This is an optimization exercise on Yosys and OpenROAD, whose aim is small area, not a production implementation. Only simulation tests tie the RTL to the original design; equivalence was not proved. Power figures rest on the tool's default switching activity, not on a simulated workload.

--- design/flow/config.mk ---
export PLATFORM = sky130hd
export DESIGN_NAME = gpu_lane
export DESIGN_NICKNAME = gpu_lane
export VERILOG_FILES = /design/flow/design.v
export SDC_FILE = /design/flow/constraint.sdc
export NUM_CORES = 4
export LEC_CHECK = 0
export ABC_AREA = 1
export CAP_MARGIN = 20
export CORE_MARGIN = 2
export CORE_UTILIZATION = 40
export SLEW_MARGIN = 20
export SYNTH_HIERARCHICAL = 1
--- design/flow/constraint.sdc ---
create_clock -name core_clock -period 12.0 [get_ports {clk}]
set_input_delay 2.4000 -clock core_clock [delete_from_list [all_inputs] [get_ports {clk}]]
set_output_delay 2.4000 -clock core_clock [all_outputs]
set_load 0.01 [all_outputs]
--- design/flow/design.v ---
module aoi222 (
    input  logic a1, a2, b1, b2, c1, c2,
    output logic y
);
assign y = ~((a1 & a2) | (b1 & b2) | (c1 & c2));
endmodule
module mux16oh (
    input  logic [15:0] d,
    input  logic [15:0] s,
    output logic        y
);
logic [5:0] n;
aoi222 G0 (d[0],  s[0],  d[1],  s[1],  d[2],  s[2],  n[0]);
aoi222 G1 (d[3],  s[3],  d[4],  s[4],  d[5],  s[5],  n[1]);
aoi222 G2 (d[6],  s[6],  d[7],  s[7],  d[8],  s[8],  n[2]);
aoi222 G3 (d[9],  s[9],  d[10], s[10], d[11], s[11], n[3]);
aoi222 G4 (d[12], s[12], d[13], s[13], d[14], s[14], n[4]);
assign n[5] = ~(d[15] & s[15]);
assign y = ~&n;
endmodule
module mux9oh (
    input  logic [8:0] d,
    input  logic [8:0] s,
    input  logic       extra,
    output logic       y
);
logic [2:0] n;
aoi222 G0 (d[0], s[0], d[1], s[1], d[2], s[2], n[0]);
aoi222 G1 (d[3], s[3], d[4], s[4], d[5], s[5], n[1]);
aoi222 G2 (d[6], s[6], d[7], s[7], d[8], s[8], n[2]);
assign y = ~(&n) | extra;
endmodule
module int_fu (
    input  logic [17:0] a,
    input  logic [17:0] b,
    input  logic [4:0]  func,
    output logic [17:0] res
);
localparam logic [4:0] F_ADD = 5'b00000, F_SUB = 5'b00001, F_ABS = 5'b00110,
    F_AND = 5'b00111, F_SLL = 5'b01010, F_SRL = 5'b01011, F_SLT = 5'b11100,
    F_SEQ = 5'b11101, F_LUI = 5'b11111;
logic        sub, cout;
logic [17:0] sum, sh_in, sh_out, a_rev, sh_rev;
always_comb begin
    sub = (func == F_SUB) || (func == F_SLT);
    for (int k = 0; k < 18; k++) a_rev[k] = a[17-k];
    sh_in = func[0] ? a_rev : a;
end
rca #(18) Add (.a(a), .b(b ^ {18{sub}}), .cin(sub), .s(sum), .cout(cout));
always_comb begin
    sh_out = sh_in << b[4:0];
    for (int k = 0; k < 18; k++) sh_rev[k] = sh_out[17-k];
    case (func)
        F_ADD, F_SUB: res = sum;
        F_ABS: res = {1'b0, a[16:0]};
        F_AND: res = a & b;
        F_SLL: res = sh_out;
        F_SRL: res = sh_rev;
        F_SLT: res = {17'b0, ~cout};
        F_SEQ: res = {17'b0, a == b};
        F_LUI: res = b;
        default: res = 18'h0;
    endcase
end
endmodule
module fadd_fu (
    input  logic [17:0] a,
    input  logic [17:0] b,
    input  logic [4:0]  func,
    output logic [17:0] cvtfi_res,
    output logic        d_s,
    output logic [6:0]  d_e,
    output logic [17:0] d_m
);
localparam logic [4:0] F_SUB = 5'b00001, F_CVTIF = 5'b10000, F_CVTFI = 5'b10001,
    F_SLT = 5'b11100, F_SEQ = 5'b11101;
logic        s1, s2, a_gt, is_cvt, fa_s, rb;
logic [6:0]  e1, e2, fa_e, sa, rsh;
logic [11:0] m1, m2, fa_g, fa_l, fa_u;
logic [17:0] sm, sr;
always_comb begin
    is_cvt = (func == F_CVTFI);
    s1 = a[17];
    e1 = a[16:10];
    m1 = {1'b0, e1 != 7'd0, a[9:0]};
    s2 = b[17] ^ (func == F_SUB || func == F_SLT || func == F_SEQ);
    e2 = b[16:10];
    m2 = {1'b0, e2 != 7'd0, b[9:0]};
    a_gt = a[16:0] > b[16:0];
    fa_g = a_gt ? m1 : m2;
    fa_e = a_gt ? e1 : e2;
    fa_s = a_gt ? s1 : s2;
    if (is_cvt) begin
        fa_l = m1;
        sa = 7'd79 - e1;
    end else if (a_gt) begin
        fa_l = m2;
        sa = e1 - e2;
    end else begin
        fa_l = m1;
        sa = e2 - e1;
    end
    sm = {fa_l, 6'b0};
    sr = sm >> sa;
    rsh = sa - 7'd1;
    rb = (rsh[4:0] < 5'd18) ? sm[rsh[4:0]] : 1'b0;
    cvtfi_res = s1 ? (~sr + 18'd1 + {17'b0, rb}) : (sr + {17'b0, rb});
    fa_u = (s1 == s2) ? fa_g + sr[17:6] : fa_g - sr[17:6];
    if (func == F_CVTIF) begin
        d_s = s1;
        d_e = 7'd63;
        d_m = s1 ? (18'd0 - a) : a;
    end else begin
        d_s = fa_s;
        d_e = fa_e - 7'd10;
        d_m = {6'b0, fa_u};
    end
end
endmodule
module cordic_stage
#(
    parameter int i = 1
)(
    input  logic [1:0]  mc,
    input  logic [16:0] x_i,
    input  logic [16:0] y_i,
    input  logic [16:0] z_i,
    output logic [16:0] x_o,
    output logic [16:0] y_o,
    output logic [16:0] z_o
);
localparam logic [11*17-1:0] arctan_table = {
    17'h04000, 17'h025c8, 17'h013f6, 17'h00a22, 17'h00516, 17'h0028c,
    17'h00146, 17'h000a3, 17'h00051, 17'h00029, 17'h00014
};
localparam logic [16:0] c_circ = arctan_table[(10-i)*17 +: 17];
localparam logic [16:0] c_lin  = 17'h04000 >> i;
logic sign, xsub, xlin;
logic [16:0] x_sh, y_sh, cc, xb, yb, zb;
always_comb begin
    sign = mc[1] ? (y_i[16] ~^ x_i[16]) : z_i[16];
    x_sh = 17'($signed(x_i) >>> i);
    y_sh = 17'($signed(y_i) >>> i);
    xsub = mc[0] ? sign : ~sign;
    xlin = mc[0] ^ mc[1];
    xb = xlin ? 17'h0 : (y_sh ^ {17{xsub}});
    yb = x_sh ^ {17{sign}};
    cc = (mc == 2'd0) ? c_circ : c_lin;
    zb = cc ^ {17{~sign}};
end
add17 AX (.a(x_i), .b(xb), .cin(~xlin & xsub), .s(x_o));
add17 AY (.a(y_i), .b(yb), .cin(sign), .s(y_o));
add17 AZ (.a(z_i), .b(zb), .cin(~sign), .s(z_o));
endmodule
module add17 (
    input  logic [16:0] a,
    input  logic [16:0] b,
    input  logic        cin,
    output logic [16:0] s
);
logic c8, u0;
logic [8:0] h0;
logic [8:1] t;
rca #(8) L  (.a(a[7:0]),  .b(b[7:0]),  .cin(cin),  .s(s[7:0]), .cout(c8));
rca #(9) H0 (.a(a[16:8]), .b(b[16:8]), .cin(1'b0), .s(h0),     .cout(u0));
and_prefix #(8) T (.h(h0[7:0]), .t(t));
assign s[16:8] = h0 ^ ({t, 1'b1} & {9{c8}});
endmodule
module and_prefix #(parameter int W = 8) (
    input  logic [W-1:0] h,
    output logic [W:1]   t
);
always_comb begin
    t[1] = h[0];
    for (int k = 2; k <= W; k++) t[k] = t[k-1] & h[k-1];
end
endmodule
module rca #(parameter int W = 8) (
    input  logic [W-1:0] a,
    input  logic [W-1:0] b,
    input  logic         cin,
    output logic [W-1:0] s,
    output logic         cout
);
always_comb begin
    logic c;
    c = cin;
    for (int k = 0; k < W; k++) begin
        s[k] = a[k] ^ b[k] ^ c;
        c = (a[k] & b[k]) | (c & (a[k] ^ b[k]));
    end
    cout = c;
end
endmodule
module cordic_preproc (
    input  logic [17:0] a,
    input  logic [17:0] b,
    input  logic [4:0]  func,
    output logic [16:0] cx,
    output logic [16:0] cy,
    output logic [16:0] cz,
    output logic [1:0]  mc,
    output logic [2:0]  kind,
    output logic        s,
    output logic [6:0]  e,
    output logic [1:0]  ov
);
localparam logic [4:0] F_MUL = 5'b00010, F_DIV = 5'b00100, F_SQRT = 5'b01000,
    F_CVTFR = 5'b10010;
logic [6:0]  e1, e2;
logic [16:0] sq_t, rad, z0;
always_comb begin
    e1 = a[16:10];
    e2 = b[16:10];
    sq_t = {3'b001, a[9:0], 4'b0};
    rad = a[17:1];
    cx = 17'h0;
    cy = 17'h0;
    cz = 17'h0;
    z0 = 17'h0;
    mc = 2'd1;
    s = 1'b0;
    e = 7'd0;
    ov = 2'd0;
    kind = 3'd2;
    case (func)
        F_MUL: begin
            mc = 2'd1;
            kind = 3'd2;
            s = a[17] ^ b[17];
            e = e1 + e2 - 7'd61;
            if (a[16:0] == 17'b0 || b[16:0] == 17'b0) ov = 2'd2;
            cx = {4'b0001, a[9:0], 3'b0};
            cz = {4'b0001, b[9:0], 3'b0};
        end
        F_DIV: begin
            mc = 2'd2;
            kind = 3'd3;
            s = a[17] ^ b[17];
            e = e1 - e2 + 7'd64;
            if (b[16:0] == 17'b0) ov = 2'd3;
            cx = {3'b001, b[9:0], 4'b0};
            cy = {4'b0001, a[9:0], 3'b0};
        end
        F_SQRT: begin
            mc = 2'd3;
            kind = 3'd4;
            e = {1'b0, e1[6:1]} + 7'd32;
            if (a[17]) ov = 2'd1;
            if (e1[0] == 1'b0) begin
                cx = (sq_t >> 1) + 17'h01754;
                cy = (sq_t >> 1) - 17'h01754;
            end else begin
                cx = sq_t + 17'h01754;
                cy = sq_t - 17'h01754;
            end
        end
        F_CVTFR: begin
            mc = 2'd2;
            kind = 3'd5;
            s = a[17];
            e = e1 - 7'd1;
            cx = {3'b001, 10'h248, 4'b0};
            cy = {4'b0001, a[9:0], 3'b0};
        end
        default: begin  
            mc = 2'd0;
            kind = func[0] ? 3'd4 : 3'd2;
            e = 7'd63;
            s = func[0] ? (rad[16] ^ rad[15]) : rad[16];
            z0 = (rad[16] ^ rad[15]) ? 17'h10000 - rad : rad;
            cx = 17'h026dd;
            cy = z0[16] ? 17'h1d923 : 17'h026dd;
            cz = z0[16] ? z0 + 17'h04000 : z0 - 17'h04000;
        end
    endcase
    if (a == 18'h3fe00 || b == 18'h3fe00) ov = 2'd1;
end
endmodule
module cordic_postproc (
    input  logic [2:0]  kind,
    input  logic        s_in,
    input  logic [6:0]  e_in,
    input  logic [16:0] x,
    input  logic [16:0] y,
    input  logic [16:0] z,
    output logic        s,
    output logic [6:0]  e,
    output logic [17:0] m
);
logic [16:0] im, mag;
always_comb begin
    case (kind)
        3'd3, 3'd5: im = z;
        3'd4: im = x;
        default: im = y;
    endcase
    mag = im[16] ? 17'd0 - im : im;
    s = s_in;
    case (kind)
        3'd0, 3'd1: begin
            e = e_in;
            m = {z[0], y};
        end
        3'd5: begin
            e = e_in;
            m = {im, 1'b0};
        end
        default: begin
            e = e_in - 7'd14;
            m = {1'b0, mag};
        end
    endcase
end
endmodule
module fp_normalise (
    input  logic        s,
    input  logic [6:0]  e,
    input  logic [17:0] m,
    input  logic        is_int,
    input  logic        is_cfr,
    input  logic        is_seq,
    input  logic [1:0]  ov,
    output logic [17:0] data,
    output logic        pval
);
logic [4:0]  pos;
logic        found, inc;
logic [6:0]  n_e, c_exp, c_sh;
logic [17:0] n_sh, c_m, c_shifted, rounded, res;
logic [16:0] n_m, c_out, o_m;
logic [14:0] c_r15;
always_comb begin
    pos = 5'd0;
    found = 1'b0;
    for (int b = 0; b < 18; b++) begin
        if (m[b]) begin
            pos = 5'(b);
            found = 1'b1;
        end
    end
    n_e = found ? ({2'b00, pos} + e) : 7'b0;
    n_sh = m << (5'd17 - pos);
    n_m = n_sh[16:0];
    if (m[17:14] == 4'b0001) begin
        c_exp = e - 7'd1;
        c_m = m << 1;
    end else if (m[17:13] == 5'b00001) begin
        c_exp = e - 7'd2;
        c_m = m << 2;
    end else begin
        c_exp = 7'h0;
        c_m = 18'h0;
    end
    c_shifted = 18'h0;
    c_sh = 7'h0;
    if (c_exp == 7'd63) begin
        c_r15 = c_m[14:0];
    end else if (c_exp > 7'd63) begin
        c_sh = c_exp - 7'd63;
        c_shifted = c_m << c_sh;
        c_r15 = (c_sh < 7'd14) ? c_shifted[14:0] : 15'h0;
    end else begin
        c_sh = 7'd63 - c_exp;
        c_shifted = c_m >> c_sh;
        c_r15 = (c_sh < 7'd14) ? c_shifted[14:0] : 15'h0;
    end
    c_out = s ? 17'b0 - {c_r15, 2'b0} : {c_r15, 2'b0};
    o_m = is_cfr ? c_out : n_m;
    inc = o_m[6] & (o_m[7] | (|o_m[5:0]));
    rounded = {s, n_e, o_m[16:7]} + {17'b0, inc};
    case (ov)
        2'd1: res = 18'h3fe00;
        2'd2: res = 18'h0;
        2'd3: res = {s, 17'h1fc00};
        default: res = is_cfr ? {o_m, 1'b0} : rounded;
    endcase
    if (is_int) begin
        data = m;
        pval = m[0];
    end else begin
        data = res;
        pval = is_seq ? (rounded[16:0] == 17'h0) : rounded[17];
    end
end
endmodule
module cvtfc_fu (
    input logic [17:0] tf18_value,
    output logic [8:0] colour_index
);
logic [6:0] shift_amount;
logic [10:0] shifted_value;
always_comb begin
    shifted_value = 11'h0;
    if (tf18_value[17]) begin
        colour_index = 9'd0;
        shift_amount = 7'h0;
    end else if (tf18_value >= 18'h0fc00) begin
        colour_index = 9'd511;
        shift_amount = 7'h0;
    end else if (tf18_value == 18'h800ff) begin
        colour_index = 9'd1;
        shift_amount = 7'h0;
    end else begin
        shift_amount = 7'd63 - tf18_value[16:10];
        shifted_value = {1'b1, tf18_value[9:0]} >> shift_amount;
        colour_index = shifted_value[9:1] + 9'b1;
    end
end
endmodule
module disp_fu (
    input logic [8:0] colour_index,
    output logic [23:0] rgb
);
logic [23:0] bgr;
localparam logic [64*24-1:0] colour_lookup = {
    24'h8000ff,
    24'h770dff,
    24'h6f19ff,
    24'h6726fe,
    24'h5f33fe,
    24'h573ffd,
    24'h4f4bfc,
    24'h4757fb,
    24'h3f63fa,
    24'h376ff9,
    24'h2f7af7,
    24'h2685f5,
    24'h1e90f4,
    24'h169af2,
    24'h0ea4f0,
    24'h06aded,
    24'h02b7eb,
    24'h0abfe8,
    24'h12c7e6,
    24'h1acfe3,
    24'h22d6e0,
    24'h2adddd,
    24'h33e3da,
    24'h3be8d6,
    24'h43edd3,
    24'h4bf2cf,
    24'h53f5cb,
    24'h5bf9c7,
    24'h63fbc3,
    24'h6bfdbf,
    24'h73febb,
    24'h7bffb7,
    24'h84ffb2,
    24'h8cfead,
    24'h94fda9,
    24'h9cfba4,
    24'ha4f99f,
    24'hacf59a,
    24'hb4f295,
    24'hbced90,
    24'hc4e88a,
    24'hcce385,
    24'hd4dd80,
    24'hddd67a,
    24'he5cf74,
    24'hedc76f,
    24'hf5bf69,
    24'hfdb763,
    24'hffad5d,
    24'hffa457,
    24'hff9a51,
    24'hff904b,
    24'hff8545,
    24'hff7a3f,
    24'hff6f39,
    24'hff6333,
    24'hff572c,
    24'hff4b26,
    24'hff3f20,
    24'hff3319,
    24'hff2613,
    24'hff190d,
    24'hff0d06,
    24'hff0000
};
logic [5:0] map_index;
logic [8:0] index_m1;
always_comb begin
    index_m1 = 9'h0;
    if (colour_index == 9'd511 || colour_index == 9'd0) begin
        map_index = 6'h0;
        bgr = 24'hffffff;
    end else if (colour_index == 9'd0) begin
        map_index = 6'h0;
        bgr = 24'h8000ff;
    end else begin
        index_m1 = colour_index - 9'd1;
        map_index = index_m1[8:3];
        bgr = colour_lookup[(6'd63 - map_index)*24 +: 24];
    end
	rgb = {bgr[7:0], bgr[15:8], bgr[23:16]};
end
endmodule
module gpu_lane
(
    input logic clk,
    input logic stall,
    input logic [31:0] instr,
    input logic [3:0] thread_num,
    input logic [17:0] block_idx,
    input logic [8:0] mmu_read_data,
    output logic mmu_write_en,
    output logic mmu_write_force,
    output logic [8:0] mmu_write_data,
    output logic [17:0] mmu_addr,
    output logic [23:0] rgb_val,
    output logic disp_valid
);
localparam logic [4:0] F_ADD = 5'b00000, F_SUB = 5'b00001, F_MUL = 5'b00010,
    F_DIV = 5'b00100, F_ABS = 5'b00110, F_AND = 5'b00111, F_SQRT = 5'b01000,
    F_SLL = 5'b01010, F_SRL = 5'b01011, F_CVTIF = 5'b10000, F_CVTFI = 5'b10001,
    F_CVTFR = 5'b10010, F_CVTFC = 5'b10011, F_SLT = 5'b11100, F_SEQ = 5'b11101,
    F_LUI = 5'b11111;
localparam logic [2:0] K_INT = 3'd0, K_FADD = 3'd1, K_CY = 3'd2, K_CZ = 3'd3,
    K_CX = 3'd4, K_CFR = 3'd5;
localparam logic [1:0] OV_NONE = 2'd0, OV_NAN = 2'd1, OV_ZERO = 2'd2, OV_INF = 2'd3;
logic [3:0]  d_thread;
logic [17:0] d_bidx;
logic [30:0] d_ins;      
always_ff @(posedge clk) begin
    if (!stall) begin
        d_thread <= thread_num;
        d_bidx <= block_idx;
        d_ins <= {instr[31:5], instr[3:0]};
    end
end
logic [31:0] ri;
logic [2:0]  r_opc;
logic        r_is_imm;
logic [17:0] r_imm;
logic [17:0] r_reg1, r_reg2;
logic        r_pred;
logic        w_wen, w_pwen, w_pval;
logic [17:0] w_data;
logic [3:0]  w_thr;
logic [2:0]  w_idx;
always_comb begin
    ri = {d_ins[30:4], 1'b0, d_ins[3:0]};
    r_opc = ri[31:29];
    r_is_imm = (r_opc == 3'b001) || (r_opc == 3'b010);
    r_imm = (r_opc == 3'b001) ? {{6{ri[27]}}, ri[26:15]} : {ri[27:15], ri[9:5]};
end
logic [16*144-1:0] rf_regs;
logic [15:0]       rf_preds;
logic [15:0]       rf_toh;
logic [143:0]      rf_row;
logic [8:0]        rs1_oh, rs2_oh;
always_comb begin
    for (int t = 0; t < 16; t++)
        rf_toh[t] = (d_thread == 4'(t));
    for (int k = 0; k < 8; k++) begin
        rs1_oh[k] = ({~ri[7], ri[6:5]} == 3'(k)) && (ri[8:7] != 2'b00);
        rs2_oh[k] = ({~ri[17], ri[16:15]} == 3'(k)) && (ri[18:17] != 2'b00);
    end
    rs1_oh[8] = (ri[8:5] == 4'd1);
    rs2_oh[8] = (ri[18:15] == 4'd1);
end
for (genvar b = 0; b < 144; b++) begin : g_row
    logic [15:0] col;
    always_comb
        for (int t = 0; t < 16; t++)
            col[t] = rf_regs[t*144 + b];
    mux16oh M (.d(col), .s(rf_toh), .y(rf_row[b]));
end
for (genvar b = 0; b < 18; b++) begin : g_port
    logic [8:0] d;
    logic e1, e2;
    always_comb begin
        for (int k = 0; k < 8; k++)
            d[k] = rf_row[k*18 + b];
        d[8] = d_bidx[b];
        e1 = ((b == 3) && ri[8:5] == 4'd2) || ((b == 0 || b == 2) && ri[8:5] == 4'd3);
        e2 = ((b == 3) && ri[18:15] == 4'd2) || ((b == 0 || b == 2) && ri[18:15] == 4'd3);
    end
    mux9oh P1 (.d(d), .s(rs1_oh), .extra(e1), .y(r_reg1[b]));
    mux9oh P2 (.d(d), .s(rs2_oh), .extra(e2), .y(r_reg2[b]));
end
mux16oh PredMux (.d(rf_preds), .s(rf_toh), .y(r_pred));
always_ff @(posedge clk) begin
    for (int t = 0; t < 16; t++) begin
        for (int k = 0; k < 8; k++) begin
            if (w_wen && w_thr == 4'(t) && w_idx == 3'(k))
                rf_regs[t*144 + k*18 +: 18] <= w_data;
        end
        if (w_pwen && w_thr == 4'(t))
            rf_preds[t] <= w_pval;
    end
end
logic [17:0] f_a, f_b;
logic [8:0]  f_w;
logic [2:0]  f_opc;
logic [4:0]  f_func;
logic        f_pred;
logic [3:0]  f_thread, f_rd;
always_ff @(posedge clk) begin
    if (!stall) begin
        f_a <= r_reg1;
        f_b <= r_is_imm ? r_imm : r_reg2;
        f_w <= r_reg2[8:0];
        f_opc <= r_opc;
        f_func <= ri[14:10];
        f_pred <= ~ri[28] | r_pred;
        f_thread <= d_thread;
        f_rd <= ri[3:0];
    end
end
logic is_f, is_int, is_fadd, is_cordic, is_mem, is_cvtfc, is_cvt, pred_setter;
always_comb begin
    is_f = (f_opc == 3'b011);
    is_int = (f_opc == 3'b000) || (f_opc == 3'b001) || (f_opc == 3'b010)
           || (is_f && f_func == F_ABS);
    is_fadd = is_f && (f_func == F_ADD || f_func == F_SUB || f_func == F_CVTIF
                    || f_func == F_CVTFI || f_func == F_SLT || f_func == F_SEQ);
    is_cordic = is_f && (f_func == F_MUL || f_func == F_DIV || f_func == F_SQRT
                      || f_func == F_SLL || f_func == F_SRL || f_func == F_CVTFR);
    is_mem = (f_opc == 3'b100);
    is_cvtfc = is_f && (f_func == F_CVTFC);
    is_cvt = (f_func == F_CVTFI);
    pred_setter = (f_func == F_SLT) || (f_func == F_SEQ);
    mmu_write_en = is_mem & f_func[0] & f_pred;
    mmu_write_force = is_mem & (f_func[1:0] == 2'b01);
    mmu_write_data = f_w;
    mmu_addr = f_a;
    disp_valid = (f_opc == 3'b110);
end
disp_fu DispFU (
    .colour_index(f_a[8:0]),
    .rgb(rgb_val)
);
logic [8:0] cvtfc_result;
cvtfc_fu CvtfcFU (
    .tf18_value(f_a),
    .colour_index(cvtfc_result)
);
logic [17:0] int_res, cvtfi_res, fd_m;
logic        fd_s;
logic [6:0]  fd_e;
logic [16:0] cx, cy, cz;
logic [1:0]  c_mc, c_ov;
logic        c_s;
logic [6:0]  c_e;
logic [2:0]  c_kind;
int_fu IntFU (.a(f_a), .b(f_b), .func(f_func), .res(int_res));
fadd_fu FAddFU (.a(f_a), .b(f_b), .func(f_func), .cvtfi_res(cvtfi_res),
                .d_s(fd_s), .d_e(fd_e), .d_m(fd_m));
cordic_preproc CordicPreproc (.a(f_a), .b(f_b), .func(f_func), .cx(cx), .cy(cy),
    .cz(cz), .mc(c_mc), .kind(c_kind), .s(c_s), .e(c_e), .ov(c_ov));
logic        int_rw, int_sp, fadd_v, cor_v, s_wen, s_pwen;
logic [17:0] s_data;
logic [16:0] s_x, s_y, s_z;
logic [1:0]  s_mc, s_ov;
logic [2:0]  s_kind;
logic        s_s;
logic [6:0]  s_e;
always_comb begin
    int_rw = (is_int | is_cvtfc | is_mem | is_cvt) & f_pred;
    int_sp = (is_int | is_cvtfc) & pred_setter & f_pred;
    fadd_v = is_fadd & ~is_cvt & f_pred;
    cor_v = is_cordic & f_pred;
    s_wen = (int_rw | fadd_v | cor_v) & (f_rd[3:2] != 2'b00);
    s_pwen = int_sp | (fadd_v & pred_setter);
    if (is_int | is_cvtfc)
        s_data = is_cvtfc ? {9'b0, cvtfc_result} : int_res;
    else if (is_cvt)
        s_data = cvtfi_res;
    else if (is_mem)
        s_data = 18'h0;      
    else
        s_data = fd_m;
    if (is_cordic) begin
        s_x = cx;
        s_y = cy;
        s_z = cz;
        s_mc = c_mc;
        s_kind = c_kind;
        s_s = c_s;
        s_e = c_e;
        s_ov = c_ov;
    end else begin
        s_x = 17'h0;
        s_y = s_data[16:0];
        s_z = {16'h0, s_data[17]};
        s_mc = 2'd1;
        s_kind = (int_rw | int_sp) ? K_INT : K_FADD;
        s_s = fd_s;
        s_e = fd_e;
        s_ov = {1'b0, f_func == F_SEQ};
    end
end
typedef struct packed {
    logic [1:0] mc;
    logic [2:0] kind;
    logic       s;
    logic [6:0] e;
    logic [1:0] ov;
    logic       wen;
    logic       pwen;
    logic [3:0] thr;
    logic [2:0] idx;
} meta_t;
meta_t       s_meta;
meta_t       p1_m, p2_m, p3_m, p4_m, p5_m, p6_m;
logic [16:0] p1_x, p1_y, p1_z, p2_x, p2_y, p2_z, p3_x, p3_y, p3_z;
logic [16:0] p4_x, p4_y, p4_z, p5_x, p5_y, p5_z, p6_x, p6_y, p6_z;
logic        p1_mem;
always_comb begin
    s_meta.mc = s_mc;
    s_meta.kind = s_kind;
    s_meta.s = s_s;
    s_meta.e = s_e;
    s_meta.ov = s_ov;
    s_meta.wen = s_wen;
    s_meta.pwen = s_pwen;
    s_meta.thr = f_thread;
    s_meta.idx = {~f_rd[2], f_rd[1:0]};
end
logic [16:0] a1x, a1y, a1z, a2x, a2y, a2z;
logic [16:0] a3x, a3y, a3z, a4x, a4y, a4z;
logic [16:0] b4x, b4y, b4z, a5x, a5y, a5z;
logic [16:0] a6x, a6y, a6z, a7x, a7y, a7z;
logic [16:0] a8x, a8y, a8z, a9x, a9y, a9z;
logic [16:0] a10x, a10y, a10z;
cordic_stage #(1)  St1  (p1_m.mc, p1_x, p1_y, p1_z, a1x, a1y, a1z);
cordic_stage #(2)  St2  (p1_m.mc, a1x, a1y, a1z, a2x, a2y, a2z);
cordic_stage #(3)  St3  (p2_m.mc, p2_x, p2_y, p2_z, a3x, a3y, a3z);
cordic_stage #(4)  St4a (p2_m.mc, a3x, a3y, a3z, a4x, a4y, a4z);
cordic_stage #(4)  St4b (p3_m.mc, p3_x, p3_y, p3_z, b4x, b4y, b4z);
cordic_stage #(5)  St5  (p3_m.mc, p3_m.mc == 2'd3 ? b4x : p3_x,
                                  p3_m.mc == 2'd3 ? b4y : p3_y,
                                  p3_m.mc == 2'd3 ? b4z : p3_z, a5x, a5y, a5z);
cordic_stage #(6)  St6  (p4_m.mc, p4_x, p4_y, p4_z, a6x, a6y, a6z);
cordic_stage #(7)  St7  (p4_m.mc, a6x, a6y, a6z, a7x, a7y, a7z);
cordic_stage #(8)  St8  (p5_m.mc, p5_x, p5_y, p5_z, a8x, a8y, a8z);
cordic_stage #(9)  St9  (p5_m.mc, a8x, a8y, a8z, a9x, a9y, a9z);
cordic_stage #(10) St10 (p6_m.mc, p6_x, p6_y, p6_z, a10x, a10y, a10z);
always_ff @(posedge clk) begin
    p1_m <= s_meta; p1_x <= s_x; p1_y <= s_y; p1_z <= s_z; p1_mem <= is_mem;
    p2_m <= p1_m;   p2_x <= a2x; p2_y <= a2y | {8'h0, {9{p1_mem}} & mmu_read_data}; p2_z <= a2z;
    p3_m <= p2_m;   p3_x <= a4x; p3_y <= a4y; p3_z <= a4z;
    p4_m <= p3_m;   p4_x <= a5x; p4_y <= a5y; p4_z <= a5z;
    p5_m <= p4_m;   p5_x <= a7x; p5_y <= a7y; p5_z <= a7z;
    p6_m <= p5_m;   p6_x <= a9x; p6_y <= a9y; p6_z <= a9z;
end
logic        q_s_in;
logic [6:0]  q_e_in;
logic [17:0] q_m_in;
cordic_postproc CordicPostproc (.kind(p6_m.kind), .s_in(p6_m.s), .e_in(p6_m.e),
    .x(a10x), .y(a10y), .z(a10z), .s(q_s_in), .e(q_e_in), .m(q_m_in));
logic        q_s, q_int, q_cfr, q_seq, q_wen, q_pwen;
logic [6:0]  q_e;
logic [17:0] q_m;
logic [1:0]  q_ov;
logic [3:0]  q_thr;
logic [2:0]  q_idx;
always_ff @(posedge clk) begin
    q_s <= q_s_in;
    q_e <= q_e_in;
    q_m <= q_m_in;
    q_int <= (p6_m.kind == K_INT);
    q_cfr <= (p6_m.kind == K_CFR);
    q_seq <= p6_m.ov[0];
    q_ov <= (p6_m.kind == K_INT || p6_m.kind == K_FADD) ? OV_NONE : p6_m.ov;
    q_wen <= p6_m.wen;
    q_pwen <= p6_m.pwen;
    q_thr <= p6_m.thr;
    q_idx <= p6_m.idx;
end
logic [17:0] r_data_in;
logic        pv;
fp_normalise FpNormalise (.s(q_s), .e(q_e), .m(q_m), .is_int(q_int), .is_cfr(q_cfr),
    .is_seq(q_seq), .ov(q_ov), .data(r_data_in), .pval(pv));
typedef struct packed {
    logic        wen;
    logic        pwen;
    logic        pval;
    logic [17:0] data;
    logic [3:0]  thr;
    logic [2:0]  idx;
} wb_t;
wb_t r_in, r8, r9, r10, r11;
always_comb begin
    r_in.wen = q_wen;
    r_in.pwen = q_pwen;
    r_in.pval = pv;
    r_in.data = r_data_in;
    r_in.thr = q_thr;
    r_in.idx = q_idx;
end
always_ff @(posedge clk) begin
    r8 <= r_in;
    r9 <= r8;
    r10 <= r9;
    r11 <= r10;
end
always_comb begin
    w_wen = r11.wen;
    w_pwen = r11.pwen;
    w_pval = r11.pval;
    w_data = r11.data;
    w_thr = r11.thr;
    w_idx = r11.idx;
end
endmodule
--- design/flow/flow/run.sh ---
#!/bin/bash
# Standard layout, except that ABC maps the logic for area (amap) instead of
# delay: a copy of the ORFS scripts folder with abc_area.script replaced.
set -euo pipefail
here=$(pwd)
rm -rf "$here/scripts_area"
cp -r "$FLOW_HOME/scripts" "$here/scripts_area"
cp "$here/flow/abc_area.script" "$here/scripts_area/abc_area.script"
export SCRIPTS_DIR="$here/scripts_area"
bash "$here/standard.sh" > "$here/standard_flow.log" 2>&1
--- design/flow/flow/abc_area.script ---
strash
dch
amap
topo
dnsize -c
--- design/flow/standard.sh ---
#!/bin/bash
# synth_recipe.tcl (not shown) runs the flow's synth.tcl, then flattens the netlist and writes it again
# the make line also repeats each setting of config.mk as NAME=value (left out here)
make -C /OpenROAD-flow-scripts/flow DESIGN_CONFIG=/design/flow/config.mk WORK_HOME=/design/flow/orfs CLKGATE_MAP_FILE= SYNTH_SCRIPT=/design/flow/synth_recipe.tcl "${@:-finish}"
==> results of run 1 <==
final timing paths:
| path | from | end | cells after the start |
|---|---|---|---|
| setup reg to reg | p2_x[16] | p3_x[16] | 44 |
| setup / recovery | p2_x[16] | p3_x[16] | 44 |
| hold reg to reg | r10[8] | r11[8] | 0 |
| hold / removal | r10[8] | r11[8] | 0 |
critical path: cells and delay by family (launching register included):
kind	cells	cell delay (ns)
AND/OR/NAND/NOR	3	0.34
buffers and inverters	13	1.63
flip-flops	1	0.41
adder cells (fa/ha/maj)	18	6.69
AO/OA/AOI/OAI	10	2.14
routing by layer:
layer	track usage, %	vias to the layer above
met5	0	-
met4	9.772	4
met3	4.705	864
met2	39.28	5576
met1	35.38	49760
li1	-	44210
sequential cells by signal (all words and copies together) (netlist names), 18 cells and up:
name,count
p1_m,24
p6_m,24
d_ins,31
f_b,18
p3_m,24
f_a,18
r10,28
d_bidx,18
r9,28
p2_m,24
r8,28
q_m,18
p5_m,24
p4_m,24
rf_regs,2304
r11,28
power groups by stage:
stage | clock network, mW | logic [mW] | registers, mW
final | 9.29 | 21.1 | 15.0
after global routing | 9.83 | 23.9 | 15.1
after floorplan | 0 | 14.5 | 15.0
after detailed placement | 0 | 21.0 | 15.2
after CTS | 9.43 | 21.1 | 15.0
after global placement | 0 | 20.4 | 15.1
cell type report:
cell class,count,area [µm²]
Tap cell,4578,5728
Multi-Input combinational cell,6772,49990
Timing Repair Buffer,490,4193
Antenna cell,3,7.507
Clock inverter,167,1556
Fill cell,30790,186800
Inverter,1134,4274
Clock buffer,374,8160
Sequential cell,3038,85260
repair_timing:
action                     CTS  global route
buffers inserted             0             0
setup endpoints to repair    0            10
resized for setup            0             3
==> out/qor.tcl, run 1 <==
set qor(drt_pass1_iterations) 15
set qor(finalWorstPathRequiredPeriod_ns) 11.35
set qor(wp_data_arrival_ns) 12.06
set qor(m1WireLength_um) 184800
set qor(cts.sink_count) 3038
set qor(rsz_0062_raised_after_global_routing) {no}
set qor(first_pass_grt_wire_length_um) 658300
set qor(netlist_area_um2) 138800
set qor(drt-wirelength-per-cell_um) 27.54
set qor(pwr_density_cell_nw_per_um2) 285.1
set qor(power.share.sequential_pct) 33.1
set qor(layout_common_cells) {edfxtp_1, clkinv_1, nand2_1, nor2_1, a222oi_1}
set qor(totalWireLength_um) 456000
set qor(ir_drop_mv) 0.3510
set qor(ctsRootBufferMaster) {clkbuf_16}
set qor(netlist_instances) 10950
set qor(tns_ns) 0
set qor(cts_tree) {built}
set qor(dp.cells) 16010
set qor(clock_transition_at_the_registers_of_the_reported_paths_ns) 0.06
set qor(antenna_violating_nets_post_route) 0
set qor(skew_ns) 0.08763
set qor(tritoncts.num_buffers) 303
set qor(postLayoutCoreUtil_pct) 46.01
set qor(p_sw_mw) 18.91
set qor(initial_antenna_violation_count) 15
set qor(gpl.final_weighted_congestion) 0.9583
set qor(syn_area_per_cell_um2) 12.67
set qor(maximum_level_of_the_cts_h_tree) 5
set qor(setup_slack_ns) 0.6468
set qor(effective_utilization_at_floorplan_pct) 40.14
set qor(number_of_i_o_port_buffers) 117
set qor(clockPowerShare_pct) 20.5
set qor(slew_violations) 0
set qor(core_area_um2) 345900
set qor(met2RoutedLength_um) 204200
set qor(worst_setup_path_start_kind) {flop}
set qor(placed_area_um2) 149400
set qor(design_power_total_mw) 45.37
set qor(post-route-drc-count) 0
set qor(rows) 216
set qor(post-dp-hpwl_um) 307000
set qor(layout_commonest_cell) {edfxtp_1}
set qor(gr-usage-all-layers_pct) 25.34
set qor(die_h_um) 593.2
set qor(grt_start_max_net_pins) 123
set qor(top_level_ports) 119
set qor(layout.cell_area.non_filler_um2) 159200
set qor(cts.hold.buffers_added) 0
set qor(clk_latency_worst_skew_pair_ns) 0.91
set qor(timing_worst_slew_pin_value_ns) 1.231
set qor(wl_met3_um) 47820
set qor(fin_cells) 16560
set qor(drtIter0Drc) 15550
set qor(ys_warns) 29
set qor(run_status) {timing/DRC/antenna clean}
set qor(timing.critical_path.slowest_stage_cell) {fa_1}
set qor(worst_ep_required_time_ns) 12.70
set qor(gr-total-overflow) 0
set qor(dpl_ws_ns) 0.6279
set qor(area_growth_syn_to_layout_pct) 14.64
set qor(total_leakage_power_nw) 53.20
set qor(final.hold.worst_slack_ns) 0.2746
set qor(worstHoldPathType) {flop to flop}
set qor(die-area_um2) 351800
set qor(power.switching_fraction_pct) 41.68
set qor(maxCapViolations) 0
set qor(power.internal_mw) 26.46
set qor(cts.path.max_buffers) 4
set qor(final_layout_size_suffix_gt1_share_pct) 8.284
set qor(viasPerCell) 6.065
set qor(cpPeakStageDelay_ns) 0.45
set qor(vias) 100400
set qor(timing.reg2reg.setup_slack_ns) 0.65
set qor(hold_violations) 0
set qor(final_net_count) 12520
set qor(fp.dieW_um) 593.2
set qor(critPathMaxFanout) 28
set qor(first_global_vias) 97100
set qor(path_common_cell) {fa_1}
set qor(post_route_fraction_of_the_period_consumed_by_the_critical_path_pct) 94.61
set qor(worst-setup-path-type) {flop to flop}
set qor(maxSlewHeadroom_pct) 17.96
set qor(maxUsedRoutingLayer) {met5}
set qor(finalSetupViolations) 0
set qor(achievable-frequency_ghz) 0.08808
set qor(comb_power_share_pct) 46.4
set qor(worstSetupEndpointType) {flop}
==> inputs of run 2 (changes only) <==
==> design/flow/run.sh (new file) <==
#!/bin/bash
# synth_recipe.tcl (not shown) runs the flow's synth.tcl, then flattens the netlist and writes it again
# the make line also repeats each setting of config.mk as NAME=value (left out here)
make -C /OpenROAD-flow-scripts/flow DESIGN_CONFIG=/design/flow/config.mk WORK_HOME=/design/flow/orfs CLKGATE_MAP_FILE= SYNTH_SCRIPT=/design/flow/synth_recipe.tcl finish
removed: design/flow/flow/run.sh
removed: design/flow/flow/abc_area.script
removed: design/flow/standard.sh
==> out/qor.tcl, run 2 <==
set qor(worst-setup-path-type) {flop to flop} ;# unchanged
set qor(cts.sink_count) 3038 ;# unchanged
set qor(power.switching_fraction_pct) 45.77 ;# was 41.68%
set qor(hold_end) {r11[9]} ;# was r11[8]
set qor(clk_latency_worst_skew_pair_ns) 0.94 ;# was 0.91 ns
set qor(finalWorstPathRequiredPeriod_ns) 10.43 ;# was 11.35 ns
set qor(layout_common_cells) {nand2_1, inv_1, edfxtp_1, nand3_1, nor2_2} ;# was edfxtp_1, clkinv_1, nand2_1, nor2_1, a222oi_1
set qor(comb_power_share_pct) 53.0 ;# was 46.4%
set qor(achievable-frequency_ghz) 0.09584 ;# was 0.08808 GHz
set qor(postLayoutCoreUtil_pct) 44.49 ;# was 46.01%
set qor(maxSlewHeadroom_pct) 23.45 ;# was 17.96%
set qor(power.share.sequential_pct) 28.7 ;# was 33.1%
set qor(timing.critical_path.slowest_stage_cell) {dfxtp_1} ;# was fa_1
set qor(post-cts-setup-buffer-count) 0 ;# unchanged
set qor(critical-path-top-delay-family) {adder cells} ;# unchanged
set qor(syn_area_per_cell_um2) 8.884 ;# was 12.67 µm²
set qor(post-dp-hpwl_um) 335900 ;# was 307000 µm
set qor(setup_slack_ns) 1.566 ;# was 0.6468 ns
set qor(post-route-drc-count) 0 ;# unchanged
set qor(busiest_metal_layer_after_global_routing) {met2} ;# unchanged
set qor(run_status) {timing/DRC/antenna clean} ;# unchanged
set qor(ys_warns) 29 ;# unchanged
set qor(effective_utilization_at_floorplan_pct) 40.20 ;# was 40.14%
set qor(reg2reg_to) {p6_y[16]} ;# was p3_x[16]
set qor(cts.hold.buffers_added) 0 ;# unchanged
set qor(cts.path.max_buffers) 4 ;# unchanged
set qor(first_global_vias) 114600 ;# was 97100
set qor(area.sequential_um2) 85260 ;# unchanged
set qor(hold-path-cell-count) 0 ;# unchanged
set qor(finalSetupViolations) 0 ;# unchanged
set qor(path_common_cell) {fa_1} ;# unchanged
set qor(timing.reg2reg.setup_slack_ns) 1.57 ;# was 0.65 ns
set qor(first_pass_grt_wire_length_um) 737000 ;# was 658300 µm
set qor(drt-wirelength-per-cell_um) 19.97 ;# was 27.54 µm
set qor(totalWireLength_um) 499200 ;# was 456000 µm
set qor(area_growth_syn_to_layout_pct) 10.68 ;# was 14.64%
set qor(largest_reg_flops) 2304 ;# unchanged
set qor(gr-total-overflow) 0 ;# unchanged
set qor(vias) 122900 ;# was 100400
set qor(grt_start_max_net_pins) 108 ;# was 123
set qor(critPathMaxFanout) 27 ;# was 28
set qor(gpl.final_weighted_congestion) 0.9539 ;# was 0.9583
set qor(cpPeakStageDelay_ns) 0.63 ;# was 0.45 ns
set qor(grt_util_met3_pct) 3.472 ;# was 4.705%
set qor(drt_pass1_iterations) 6 ;# was 15
set qor(ctsRootBufferMaster) {clkbuf_16} ;# unchanged
set qor(grt.met1_usage_pct) 31.93 ;# was 35.38%
set qor(netlist_area_um2) 167600 ;# was 138800 µm²
set qor(wp_data_arrival_ns) 11.20 ;# was 12.06 ns
set qor(power.internal_mw) 28.46 ;# was 26.46 mW
set qor(worstSetupEndpointType) {flop} ;# unchanged
set qor(die_h_um) 651.3 ;# was 593.2 µm
set qor(worst-path-buf-inv) 13 ;# unchanged
set qor(initial_antenna_violation_count) 15 ;# unchanged
set qor(antenna_violating_nets_post_route) 0 ;# unchanged
set qor(final_layout_size_suffix_gt1_share_pct) 13.15 ;# was 8.284%
set qor(worst_ep_required_time_ns) 12.76 ;# was 12.70 ns
set qor(multi_input_comb_area_um2) 68450 ;# was 49990 µm²
set qor(cts_tree) {built} ;# unchanged
set qor(slew_violations) 0 ;# unchanged
set qor(rsz_0062_raised_after_global_routing) {no} ;# unchanged
set qor(worst_setup_path_start_kind) {flop} ;# unchanged
set qor(max_flop_register) {rf_regs} ;# unchanged
set qor(total_leakage_power_nw) 86.85 ;# was 53.20 nW
set qor(worstHoldPathType) {flop to flop} ;# unchanged
set qor(ir_drop_mv) 0.3704 ;# was 0.3510 mV
set qor(filler_cell_count) 40100 ;# was 30790
set qor(biggestRegsByFlops) {rf_regs: 2304 flops, d_ins: 31 flops} ;# unchanged
set qor(top_level_ports) 119 ;# unchanged
set qor(skew_ns) 0.09619 ;# was 0.08763 ns
set qor(clock_transition_at_the_registers_of_the_reported_paths_ns) 0.08 ;# was 0.06 ns
set qor(pwr_density_cell_nw_per_um2) 282.9 ;# was 285.1 nW/µm²
set qor(dpl_ws_ns) 1.554 ;# was 0.6279 ns
set qor(fp.dieW_um) 651.3 ;# was 593.2 µm
set qor(reg2reg_from) {p5_m[23]} ;# was p2_x[16]
set qor(hold_violations) 0 ;# unchanged
set qor(core_area_um2) 416900 ;# was 345900 µm²
set qor(die-area_um2) 424200 ;# was 351800 µm²
set qor(met2_usage_pct) 36.82 ;# was 39.28%
set qor(tns_ns) 0 ;# unchanged
set qor(number_of_i_o_port_buffers) 117 ;# unchanged
set qor(final_net_count) 20010 ;# was 12520
set qor(post_route_fraction_of_the_period_consumed_by_the_critical_path_pct) 86.95 ;# was 94.61%
set qor(hp-start) {r10[9]} ;# was r10[8]
set qor(viasPerCell) 4.916 ;# was 6.065
set qor(r2r.worst_path.cells) 45 ;# was 44
set qor(maxCapViolations) 0 ;# unchanged
set qor(final.hold.worst_slack_ns) 0.3064 ;# was 0.2746 ns
set qor(netlist_instances) 18870 ;# was 10950
set qor(rows) 237 ;# was 216
set qor(cts_resized) 0 ;# unchanged
set qor(clockPowerShare_pct) 18.2 ;# was 20.5%
set qor(layout_commonest_cell) {nand2_1} ;# was edfxtp_1
set qor(drtIter0Drc) 11850 ;# was 15550
set qor(gr-usage-all-layers_pct) 23.09 ;# was 25.34%
set qor(p_sw_mw) 24.02 ;# was 18.91 mW
set qor(timing_worst_slew_pin_value_ns) 1.145 ;# was 1.231 ns
set qor(tritoncts.num_buffers) 322 ;# was 303
set qor(maximum_level_of_the_cts_h_tree) 5 ;# unchanged
[run 2: layout make-up]
cell class | instances | share of cell area [%]
Antenna cell | 10 | 0.01349
Clock buffer | 412 | 4.681
Clock inverter | 169 | 0.7238
Inverter | 2992 | 6.067
Multi-Input combinational cell | 12470 | 36.90
Sequential cell | 3038 | 45.96
Tap cell | 5497 | 3.708
Timing Repair Buffer | 412 | 1.943
[run 2: power groups by stage]
| stage | combinational (mW) | clock [mW] | sequential, mW |
|---|---|---|---|
| final | 27.8 | 9.55 | 15.1 |
| after global routing | 31.8 | 10.1 | 15.2 |
| after detailed placement | 27.8 | 0 | 15.3 |
| after floorplan | 21.6 | 0 | 15.0 |
| after global placement | 27.3 | 0 | 15.3 |
| after CTS | 27.9 | 9.74 | 15.1 |
[run 2: metrics by stage]
stage               area, µm²  power (mW)  instances
finish                 185500       52.48      25000
global route           185500       57.13      24990
global placement       175300       42.64      24400
floorplan              167700       36.55      18900
CTS                    185400       52.72      24990
detailed placement     175400       43.09      24410
[run 2: how the worst max path moves through the flow]
stage               startpoint       end  slack (ns)  cells after the start
floorplan             p5_m[22]  p6_y[16]        2.45                     42
global placement      p5_m[23]  p6_y[16]        1.58                     45
detailed placement    p5_m[23]  p6_y[16]        1.55                     45
CTS                   p5_m[23]  p6_y[16]        1.51                     45
global route          p5_m[23]  p6_y[16]        0.84                     45
finish                p5_m[23]  p6_y[16]        1.57                     45
[run 2: routing by layer]
metal  wire length (µm)  share of wire, %  vias to the layer above
met3              36470               7.3                      763
met1             217800                44                    58230
met5                 13            0.0026                        -
met2             225200                45                     4138
met4              19710               3.9                        2
li1                   -                 -                    59750

## re-timing with driven ports
Ports are ideal in the flow. The routed layouts listed here were re-timed in OpenROAD. Step 1 (the two cells are an assumption about what drives the block):
set clk [get_ports {clk}]
set_driving_cell -lib_cell sky130_fd_sc_hd__clkbuf_16 $clk
set_driving_cell -lib_cell sky130_fd_sc_hd__buf_2 [delete_from_list [all_inputs] $clk]
Step 2 times the ports against the registers' clock, not the clock port: input delays grow and output delays shrink by t, the midpoint of the rising clock arrivals with the driver on. Three values: ideal, step 1, step 2; two values: the first two.
run	t (ns)	slack for setup (ns)	worst setup path after step 2	clock arrival spread, ns	worst register clock-pin slew, ns
run 1	0.963	0.647 / 0.647 / 0.647	register to register	0.099 / 0.099	0.07 / 0.07
run 2	1.012	1.566 / 1.566 / 1.566	register to register	0.097 / 0.097	0.08 / 0.08
After both steps setup and hold are still met in every run listed.
